Background: an optimization exercise with open tools, aiming at small area, a short achievable clock period and few clock cycles per item. Do not read the settings as production practice.
The RTL was checked by simulation tests, not by an equivalence proof against the original design.

## flow/design.v (module list and top-level ports; edited modules follow where they fit)
// module mult_ex: 3671 lines
module mult_ex #(
    parameter WIDTH = 32
) (
    input  logic            clk,
    input  logic            rst_n,
    input  logic[WIDTH-1:0] a,
    input  logic[WIDTH-1:0] b,
    output logic[WIDTH-1:0] lo,
    output logic[WIDTH-1:0] hi,
    input  logic           valid_in,
    output logic           ready_out,
    output logic           valid_out,
    input  logic           ready_in
);
  // ...
==> flow/flow/run.sh <==
#!/bin/bash
set -euo pipefail
sed '1s/-noshare /-noshare -noabc /' synth_recipe.tcl > flow_synth.tcl
grep -q -- '-noabc' flow_synth.tcl
bash standard.sh SYNTH_SCRIPT="$PWD/flow_synth.tcl" \
    "BUFFER_PORTS_ARGS=-buffer_cell sky130_fd_sc_hd__buf_4" \
    MATCH_CELL_FOOTPRINT=0 SETUP_SLACK_MARGIN=7.3 finish > standard_flow.log 2>&1
==> flow/standard.sh <==
#!/bin/bash
# synth_recipe.tcl (not shown) runs the flow's synth.tcl, then flattens the netlist and writes it again
# the make line also repeats each setting of config.mk as NAME=value (left out here)
make -C /OpenROAD-flow-scripts/flow DESIGN_CONFIG=/design/flow/config.mk WORK_HOME=/design/flow/orfs CLKGATE_MAP_FILE= SYNTH_SCRIPT=/design/flow/synth_recipe.tcl "${@:-finish}"
==> flow/config.mk <==
export PLATFORM = sky130hd
export DESIGN_NAME = mult_ex
export DESIGN_NICKNAME = mult_ex
export VERILOG_FILES = /design/flow/design.v
export SDC_FILE = /design/flow/constraint.sdc
export NUM_CORES = 4
export LEC_CHECK = 0
export ABC_CLOCK_PERIOD_IN_PS = 3000
export CAP_MARGIN = 20
export CORE_MARGIN = 2
export CORE_UTILIZATION = 55
export CTS_CLUSTER_DIAMETER = 100
export CTS_CLUSTER_SIZE = 30
export SLEW_MARGIN = 20
==> flow/constraint.sdc <==
create_clock -name core_clock -period 11.0 [get_ports {clk}]
set_input_delay 2.2000 -clock core_clock [delete_from_list [all_inputs] [get_ports {clk}]]
set_output_delay 2.2000 -clock core_clock [all_outputs]
set_load 0.01 [all_outputs]
==> flow_summary.toml, run 1 <==
[status]
outcome = "finished clean"

[die]
initial_core_util_pct = 55.6
die-area_um2 = 67100
taps = 855

[timing]
slew_headroom_pct = 32.4
final.setup.tns_ps = 0
hold_slack_ps = 482
rsz0062_at_grt = "true"
hold_viol = 0

[yosys]
synth-compound-area-share_pct = 14.2
synth_edf_count = 317
syn_area_um2 = 35800
synth_top_family_by_area = "adder cells"
mappedNetlistNets = 3667

[drt]
routed-wl-met2_um = 47800
drtPass1Iterations = 6
vias_per_cell = 6.72
vias = 25900
met1_length_um = 45900
antenna_left = 0

[finish]
multi_input_gates = 2181
seq_cell_count = 386
seqAreaFraction_pct = 27.8
multi_input_area_share_pct = 60.4
num-fill-cells = 5177

[worst_setup_path]
reg2reg_slack_ps = 7170
start_kind = "flop"
cp_slowest_stage_delay_ps = 420
r2r_start = "m_c6_0"
critPathCaptureType = "flop"
required_ps = 11330
critPathMostFrequentCell = "fa_2"
worstPathBufferInverterCount = 1

[global_routing]
antenna_found_initial = 5
grt_util_met1_pct = 47.6

[hold_path]
holdPathEnd = "skid_a[1]"
worst_hold_path_type = "reg -> reg"

[clocking]
clk_latency_ps = 590
cts_hold_buf = 0

[place]
dpl.hpwl_um = 67700
numPortBuffers = 133
Testbench counts, summed over its fixed seeds: cycles 2,072, items 2,048.
==> inputs of run 2 (changes only) <==
==> flow/flow/run.sh (replaced) <==
#!/bin/bash
set -euo pipefail
sed '1s/-noshare /-noshare -noabc /' synth_recipe.tcl > flow_synth.tcl
grep -q -- '-noabc' flow_synth.tcl
bash standard.sh SYNTH_SCRIPT="$PWD/flow_synth.tcl" \
    "BUFFER_PORTS_ARGS=-buffer_cell sky130_fd_sc_hd__buf_2" \
    MATCH_CELL_FOOTPRINT=0 SETUP_SLACK_MARGIN=7.3 finish > standard_flow.log 2>&1
--- a/flow/config.mk
+++ b/flow/config.mk
@@ -9,6 +9,5 @@
 export CAP_MARGIN = 20
 export CORE_MARGIN = 2
 export CORE_UTILIZATION = 55
-export CTS_CLUSTER_DIAMETER = 100
-export CTS_CLUSTER_SIZE = 30
+export PLACE_DENSITY = 0.75
 export SLEW_MARGIN = 20
==> flow_summary.toml, run 2 <==
[status]
outcome = "finished clean"

[clocking]
cts_tree = "done"
cts_buffers = 44
cts_sinks = 386
cts_max_level = 2
cts_hold_buf = 0
clk_pin_slew_ps = 60
clk_latency_ps = 590
cts_root_buf = "clkbuf_16"
cts_buffer_depth = 3

[timing]
slew_headroom_pct = 24.1
clock.fmax_mhz = 255
final.setup.tns_ps = 0
rsz0062_at_grt = "true"
finalClockSkew_ps = 30.3
fin_crit_sh_pct = 35.6
setup_violations = 0
worstMarginPinSlew_ps = 1140
min_period_ps = 3910
maxSlewViolCount = 0
hold_viol = 0

[yosys]
yosysUniqueCellTypes = 80
yosys.area.top_type_share_pct = 26.6
synth_cells = 3015
yosys.area.top_type = "edfxtp_1"
syn_area_um2 = 35800
synth_area_leaders = "edfxtp_1, fa_1, xnor2_1"
synth_ff_type = "edfxtp_1"
ys_ff_latch = 386
yosys-top-cells-count = "xnor2_1, a22oi_1, fa_1"
synth_area_per_cell_um2 = 11.9
mappedNetlistNets = 3667
synth_edf_count = 317
synth_most_common_cell = "xnor2_1"
async_flop_share_pct = 1.30
yosysWarnings = 1
seq_area_frac_synth_pct = 30.5

[worst_setup_path]
start_kind = "flop"
cp_slowest_stage_delay_ps = 580
path_cells = "fa_2 > fa_1 > ha_4 > a21oi_4 > o21bai_1 > a21o_1 > or4_1 > a311o_1 > o211ai_2 > o21ai_4 > buf_6 > a2111oi_4 > nor3_2"
critPathMaxFanout = 3
cpMaxStageDelayCell = "fa_1"
crit_arrival_ps = 4230
path_class = "reg -> reg"
required_ps = 11320
critPathCaptureType = "flop"

[global_routing]
grt_pass1_vias = 28700
grt_pass1_wl_um = 167000
antenna_found_initial = 6
grt_overflow = 0
grt_max_degree = 168
grt_use_total_pct = 32.6

[drt]
drtPass1Iterations = 10
dr.first_iter.drc_count = 4180
drc_errors = 0
routedWlPerCell_um = 28.6
vias_per_cell = 6.94
vias = 27000
routed_wl_um = 111000
antenna_left = 0

[die]
dieWidth_um = 259
rows = 93
coreArea_um2 = 64300
pin_count = 134
initial_core_util_pct = 55.6
die-area_um2 = 67100
fp.dieH_um = 259

[place]
gp_congestion = 0.930
dpl.hpwl_um = 65100
numPortBuffers = 133
placed_cells = 3768

[finish]
layout_commonest_cell = "xnor2_1"
fin_nets = 3647
largest_register_ffs = 64
fin_cells = 3887
syn2layout_area_growth_pct = 10.8
num-fill-cells = 4822
postLayoutCoreUtil_pct = 61.6
layout_common_cells = "xnor2_1, a22oi_1, fa_1"
max_flop_register = "head"
drive_above_1_share_pct = 15.5

[job]
maxCapViolCount = 0

[hold_path]
worst_hold_path_type = "reg -> reg"
run 2: changes by cell type in the layout (fill, tap and decap cells not counted), moves of 8 or more:
cell / before / now
buf_4: 164 / 32
clkbuf_16: 23 / 47
clkbuf_1: 3 / 13
buf_2: 0 / 133
buf_6: 73 / 81
run 2: per-stage QoR:
| stage | setup WS [ps] | cell area [µm²] | hold slack, ps |
|---|---|---|---|
| floorplan | 5960 | 35800 | 430 |
| global placement | 6630 | 36900 | 450 |
| detailed placement | 6520 | 36900 | 449 |
| CTS | 7080 | 38900 | 474 |
| global route | 6970 | 39600 | 490 |
| finish | 7090 | 39600 | 470 |
run 2: area by class of cell:
| type | count | area [µm²] | share of cell area, % |
|---|---|---|---|
| Antenna cell | 1 | 2.50 | 0.00632 |
| Clock inverter | 21 | 262 | 0.660 |
| Tap cell | 855 | 1070 | 2.70 |
| Timing Repair Buffer | 251 | 1910 | 4.81 |
| Clock buffer | 61 | 1240 | 3.13 |
| Multi-Input combinational cell | 2182 | 23700 | 59.9 |
| Sequential cell | 386 | 10900 | 27.6 |
| Inverter | 130 | 488 | 1.23 |
run 2: worst max-delay path, delay by kind of cell (launching register included):
family	cells	cell delay, ps
and+or+nand+nor	2	550
buffers and inverters	1	140
DFF	1	420
adders and majority gates	3	1300
AOI/OAI and AO/OA	7	1220
run 2: layer usage:
metal | routed length [µm] | vias to the layer above | global-route usage, % | share of wire, %
li1 | - | 10500 | - | -
met1 | 39400 | 13100 | 41.4 | 35
met2 | 46600 | 2598 | 47.9 | 42
met3 | 18100 | 739 | 14.6 | 16
met4 | 6880 | 8 | 14.8 | 6.2
met5 | 107 | - | 0.214 | 0.096
run 2: cell families after synthesis:
kind of cell               share of synthesized area, %
adders and majority gates                          30.4
muxes                                              1.96
and+or+nand+nor                                    3.43
DFF                                                30.5
buffers and inverters                              4.88
AOI/OAI and AO/OA                                  14.2
xor gates and xnor gates                           14.6
run 2: worst paths after layout:
path	startpoint	to	slack [ps]	cells past startpoint
worst min-delay path	skid_a[20]	skid_a[20]	470	1
min in group asynchronous	rst_n	head_v	1420	1
worst min register to register	skid_a[20]	skid_a[20]	470	1
max in group asynchronous	rst_n	rdy	9360	1
worst max-delay path	m_c33_0	head[60]	7090	13
worst max register to register	m_c33_0	head[60]	7090	13
run 2: what timing repair did:
item | in CTS | in global routing
gates resized for setup | 83 | 130
setup endpoints to repair | 233 | 66
buffers inserted | 19 | 16
pin swaps | 40 | 40
cloned | 1 | 0
==> inputs of run 3 (changes only) <==
--- a/flow/config.mk
+++ b/flow/config.mk
@@ -9,5 +9,5 @@
 export CAP_MARGIN = 20
 export CORE_MARGIN = 2
 export CORE_UTILIZATION = 55
-export PLACE_DENSITY = 0.75
+export CTS_BUF_LIST = sky130_fd_sc_hd__clkbuf_8
 export SLEW_MARGIN = 20
==> flow_summary.toml, run 3 <==
[drt]
vias_per_cell = 6.63
antenna_left = 0
routed_wl_um = 114000
routedWlPerCell_um = 29.0
drc_errors = 0
drtPass1Iterations = 6
vias = 26000
dr.first_iter.drc_count = 3241

[finish]
layout_common_cells = "xnor2_1, a22oi_1, fa_1"
drive_above_1_share_pct = 15.7
layout_commonest_cell = "xnor2_1"
fin_nets = 3666
largest_register_ffs = 64
syn2layout_area_growth_pct = 9.88
max_flop_register = "head"

[worst_setup_path]
r2r-end = "head[61]"
required_ps = 11390
reg2reg_slack_ps = 7200
r2r_start = "m_c33_2"
crit_arrival_ps = 4190
start_kind = "flop"
critPathCaptureType = "flop"
endpoint = "head[61]"
path_class = "reg -> reg"
cp-startpoint = "m_c33_2"
critPathMaxFanout = 3
r2r_cells = 13

[die]
initial_core_util_pct = 55.6
dieWidth_um = 259
rows = 93
pin_count = 134
coreArea_um2 = 64300
die-area_um2 = 67100
fp.dieH_um = 259

[clocking]
cts_buffer_depth = 3
cts_tree = "done"
cts_hold_buf = 0
clk_pin_slew_ps = 60
cts_max_level = 3
cts_root_buf = "clkbuf_8"
clk_latency_ps = 690
cts_sinks = 386
cts_buffers = 69

[global_routing]
grt_max_degree = 92
grt_overflow = 0
antenna_found_initial = 6
grt_use_total_pct = 34.0
grt_pass1_wl_um = 169000
grt_pass1_vias = 27300

[yosys]
ys_ff_latch = 386
synth_ff_type = "edfxtp_1"
synth_most_common_cell = "xnor2_1"
yosys.area.top_type_share_pct = 26.6
yosysUniqueCellTypes = 80
syn_area_um2 = 35800
yosysWarnings = 1
mappedNetlistNets = 3667
synth_area_per_cell_um2 = 11.9
yosys-top-cells-count = "xnor2_1, a22oi_1, fa_1"
yosys.area.top_type = "edfxtp_1"
synth_edf_count = 317
async_flop_share_pct = 1.30
seq_area_frac_synth_pct = 30.5
synth_cells = 3015
synth_area_leaders = "edfxtp_1, fa_1, xnor2_1"

[job]
maxCapViolCount = 0

[hold_path]
worst_hold_path_type = "reg -> reg"

[timing]
setup_violations = 0
clock.fmax_mhz = 263
hold_slack_ps = 473
finalClockSkew_ps = 54.2
hold_viol = 0
min_period_ps = 3800
worstMarginPinSlew_ps = 906
fin_crit_sh_pct = 34.5
final.setup.tns_ps = 0
maxSlewViolCount = 0
rsz0062_at_grt = "true"
slew_headroom_pct = 39.6

[place]
gp_congestion = 0.915
dpl.hpwl_um = 67800
numPortBuffers = 133

[status]
outcome = "finished clean"
==> run 3: cell counts after synthesis <==
No cell type changed its count.
==> run 3: worst min path at each step <==
| stage | start | to | slack (ps) | depth (start not counted) |
|---|---|---|---|---|
| floorplan | v1 | head_v | 430 | 1 |
| global placement | v1 | head_v | 450 | 1 |
| detailed placement | v1 | head_v | 450 | 1 |
| CTS | skid_a[14] | skid_a[14] | 470 | 1 |
| global route | skid_a[18] | skid_a[18] | 490 | 1 |
| finish | skid_a[14] | skid_a[14] | 470 | 1 |
==> run 3: through the flow <==
step / utilization (%) / cell area (µm²) / worst slack [ps] / instances
floorplan: - / 35800 / 5960 / 3015
global placement: 57.3 / 36900 / 6380 / 3771
detailed placement: 57.3 / 36900 / 6280 / 3771
CTS: 60.1 / 38700 / 7100 / 3905
global route: 61.1 / 39300 / 7090 / 3921
finish: 61.1 / 39300 / 7200 / 3921
==> run 3: repair_timing <==
| action | in CTS | in global routing |
|---|---|---|
| pin swaps | 37 | 23 |
| gates resized for setup | 81 | 146 |
| cloned | 0 | 0 |
| endpoints found under the setup margin | 234 | 145 |
| buffers inserted | 12 | 15 |
==> run 3: cell families after synthesis <==
logic type | count (synthesis) | share of synthesized area, %
AND/OR/NAND/NOR | 250 | 3.43
AO/OA/AOI/OAI | 686 | 14.2
XOR/XNOR | 596 | 14.6
flip-flops | 386 | 30.5
multiplexers | 65 | 1.96
buffers and inverters | 448 | 4.88
adder cells (fa/ha/maj) | 584 | 30.4
==> run 3: critical path: stages, from the launching register on <==
cell,delay [ps]
edfxtp_1,400
fa_2,580
fa_1,450
ha_4,320
buf_6,100
nand2_4,40
nor2_4,140
nand3_2,100
or4_4,540
nor3_4,330
o21ai_4,130
a21boi_2,200
or4_1,130
o2111ai_1,90
==> run 3: final cells by class <==
class | instances | area, µm²
inverters | 130 | 488
well taps | 855 | 1070
multi-input cells | 2181 | 23600
fillers | 5126 | 25000
flip-flops and latches | 386 | 10900
repair buffers | 246 | 1900
diodes | 1 | 2.50
clock inverters | 46 | 283
clock buffers | 76 | 1050
==> run 3: metal layers <==
layer  global-route usage [%]  wire length (µm)  vias up
met5                        0                44        -
met4                     12.9              4150        8
met3                     13.7             16500      392
met2                     47.7             47100     2003
met1                     47.2             45900    13000
li1                         -                 -    10500
==> inputs of run 4 (changes only) <==
==> flow/flow/run.sh (replaced) <==
#!/bin/bash
set -euo pipefail
sed '1s/-noshare /-noshare -noabc /' synth_recipe.tcl > flow_synth.tcl
grep -q -- '-noabc' flow_synth.tcl
bash standard.sh SYNTH_SCRIPT="$PWD/flow_synth.tcl" \
    "BUFFER_PORTS_ARGS=-buffer_cell sky130_fd_sc_hd__buf_2" \
    MATCH_CELL_FOOTPRINT=0 SETUP_SLACK_MARGIN=7.4 finish > standard_flow.log 2>&1
--- a/flow/config.mk
+++ b/flow/config.mk
@@ -9,5 +9,4 @@
 export CAP_MARGIN = 20
 export CORE_MARGIN = 2
 export CORE_UTILIZATION = 55
-export CTS_BUF_LIST = sky130_fd_sc_hd__clkbuf_8
 export SLEW_MARGIN = 20
==> flow_summary.toml, run 4 <==
[clocking]
clk_latency_ps = 580
cts_max_level = 2
cts_tree = "done"
cts_buffer_depth = 3
clk_pin_slew_ps = 60
cts_buffers = 45
cts_sinks = 386
cts_root_buf = "clkbuf_16"

[worst_setup_path]
cp_slowest_stage_delay_ps = 420
path_class = "reg -> reg"
path_cells = "fa_2 > fa_2 > ha_4 > buf_6 > and3_4 > a41oi_4 > and2_4 > o311ai_4 > a311o_1 > o211ai_4 > o21ai_4 > buf_4 > a21oi_2 > xnor2_1"
cpMaxStageDelayCell = "fa_2"
critPathMostFrequentCell = "fa_2"
required_ps = 11330
critPathMaxFanout = 5
cp_top_family = "compound AO/OA/AOI/OAI gates"
start_kind = "flop"
crit_arrival_ps = 4160
critPathCaptureType = "flop"
worstPathBufferInverterCount = 2

[yosys]
yosysUniqueCellTypes = 80
yosys.area.top_type_share_pct = 26.6
ys_ff_latch = 386
yosys.area.top_type = "edfxtp_1"
synth_area_per_cell_um2 = 11.9
synth_ff_type = "edfxtp_1"
yosys-top-cells-count = "xnor2_1, a22oi_1, fa_1"
mappedNetlistNets = 3667
seq_area_frac_synth_pct = 30.5
synth_cells = 3015
synth_most_common_cell = "xnor2_1"
syn_area_um2 = 35800
synth_area_leaders = "edfxtp_1, fa_1, xnor2_1"
async_flop_share_pct = 1.30
synth_edf_count = 317
yosysWarnings = 1

[drt]
routed_wl_um = 113000
vias = 25700
routedWlPerCell_um = 28.9
vias_per_cell = 6.60
drc_errors = 0
antenna_left = 0
dr.first_iter.drc_count = 3226
drtPass1Iterations = 7

[global_routing]
grt_max_degree = 92
grt_overflow = 0
grt_pass1_wl_um = 169000
antenna_found_initial = 4
grt_pass1_vias = 27400
grt_use_total_pct = 33.6

[die]
pin_count = 134
die-area_um2 = 67100
fp.dieH_um = 259
initial_core_util_pct = 55.6
coreArea_um2 = 64300
dieWidth_um = 259
rows = 93

[timing]
setup_slack_ps = 7160
clock.fmax_mhz = 261
maxSlewViolCount = 0
setup_violations = 0
final.setup.tns_ps = 0
hold_viol = 0
rsz0062_at_grt = "true"
finalClockSkew_ps = 22.6
slew_headroom_pct = 40.1
fin_crit_sh_pct = 34.9
min_period_ps = 3840
worstMarginPinSlew_ps = 899

[finish]
largest_register_ffs = 64
fin_nets = 3657
drive_above_1_share_pct = 15.9
max_flop_register = "head"
layout_commonest_cell = "xnor2_1"
layout_common_cells = "xnor2_1, a22oi_1, fa_1"
syn2layout_area_growth_pct = 11.3

[job]
maxCapViolCount = 0

[hold_path]
worst_hold_path_type = "reg -> reg"

[place]
numPortBuffers = 133
gp_congestion = 0.909
dpl.hpwl_um = 67300
dp_slack_ps = 5870

[status]
outcome = "finished clean"
run 4: cell count changes in the layout (fill, tap and decap cells not counted), sizes merged:
cell / change
clkinv: -9
inv: -13
nand2b: +1
buf: +12
clkbuf: -17
bufinv: -1
clkinvlp: +1
run 4: cell families after synthesis:
kind of cell / count (synthesis) / synth area share [%]
adders and majority gates: 584 / 30.4
xor gates and xnor gates: 596 / 14.6
muxes: 65 / 1.96
and+or+nand+nor: 250 / 3.43
DFF: 386 / 30.5
AOI/OAI and AO/OA: 686 / 14.2
buffers and inverters: 448 / 4.88
run 4: timing repair:
action	CTS	global route
pin swaps	44	29
hold buffers	0	0
cloned	1	0
buffers inserted	28	14
resized for setup	148	153
endpoints found under the setup margin	240	126
run 4: per-stage QoR:
stage          instance area [µm²]  util (%)  cells  hold slack [ps]
3_5_place_dp                 36900      57.3   3770              459
6_report                     39800      61.9   3895              471
5_1_grt                      39800      61.8   3894              488
4_1_cts                      39200      60.9   3880              473
2_1_floorplan                35800         -   3015              430
3_3_place_gp                 36900      57.3   3770              450
run 4: cell type report:
| cell class | instances | area (µm²) |
|---|---|---|
| clock buffer | 57 | 1210 |
| sequential | 386 | 10900 |
| inverter | 130 | 488 |
| timing repair buffer | 260 | 2190 |
| fill | 5107 | 24500 |
| tap | 855 | 1070 |
| antenna | 1 | 2.50 |
| clock inverter | 24 | 219 |
| multi-input combinational | 2182 | 23700 |
run 4: layer usage:
metal / track usage (%) / share of wire [%] / up-vias
met5: 0 / 0.029 / -
met4: 12.3 / 3.4 / 4
met3: 12.5 / 14 / 347
met2: 48.4 / 42 / 1888
met1: 46.7 / 40 / 13000
li1: - / - / 10500
run 4: path summary, 6_finish.rpt:
kind                       startpoint          to  slack [ps]  cells past startpoint
setup / recovery               m_c6_0    head[48]        7160                     14
setup reg to reg               m_c6_0    head[48]        7160                     14
hold / removal             skid_a[10]  skid_a[10]         470                      1
hold reg to reg            skid_a[10]  skid_a[10]         470                      1
max in group asynchronous       rst_n         rdy        9360                      1
min in group asynchronous       rst_n      head_v        1430                      1

==> what the ideal ports hide <==
No port has a modelled driver above. Below, the same layouts with a new extraction and two added sets of constraints. Step 1 sets driving cells, clkbuf_16 on the clock port and buf_2 on the other inputs (assumed; they add their load-dependent delay and slew). Step 2, shift: input delay + t, output delay - t, t = (earliest + latest rising clock arrival at the registers) / 2. This alone moves slack from input paths to output paths. Slacks: ideal ports / drivers / drivers and shift; pairs: ideal ports / drivers.
run | t, ns | setup WS [ns] | worst hold slack (ns) | worst setup path at the end | cell pins on the clock port's net
run 1 | 0.639 | 7.171 / 7.171 / 7.128 | 0.482 / 0.482 / 0.482 | input to register | 1
run 2 | 0.642 | 7.085 / 7.085 / 6.844 | 0.470 / 0.470 / 0.470 | input to register | 1
run 3 | 0.718 | 7.201 / 7.201 / 6.747 | 0.473 / 0.473 / 0.473 | input to register | 1
run 4 | 0.636 | 7.162 / 7.162 / 6.992 | 0.471 / 0.471 / 0.471 | input to register | 1
After both steps setup and hold are still met in every run listed. For run 3, which loses most, drivers alone change the setup slack by 0.000 ns; drivers and shift together by -0.454 ns.
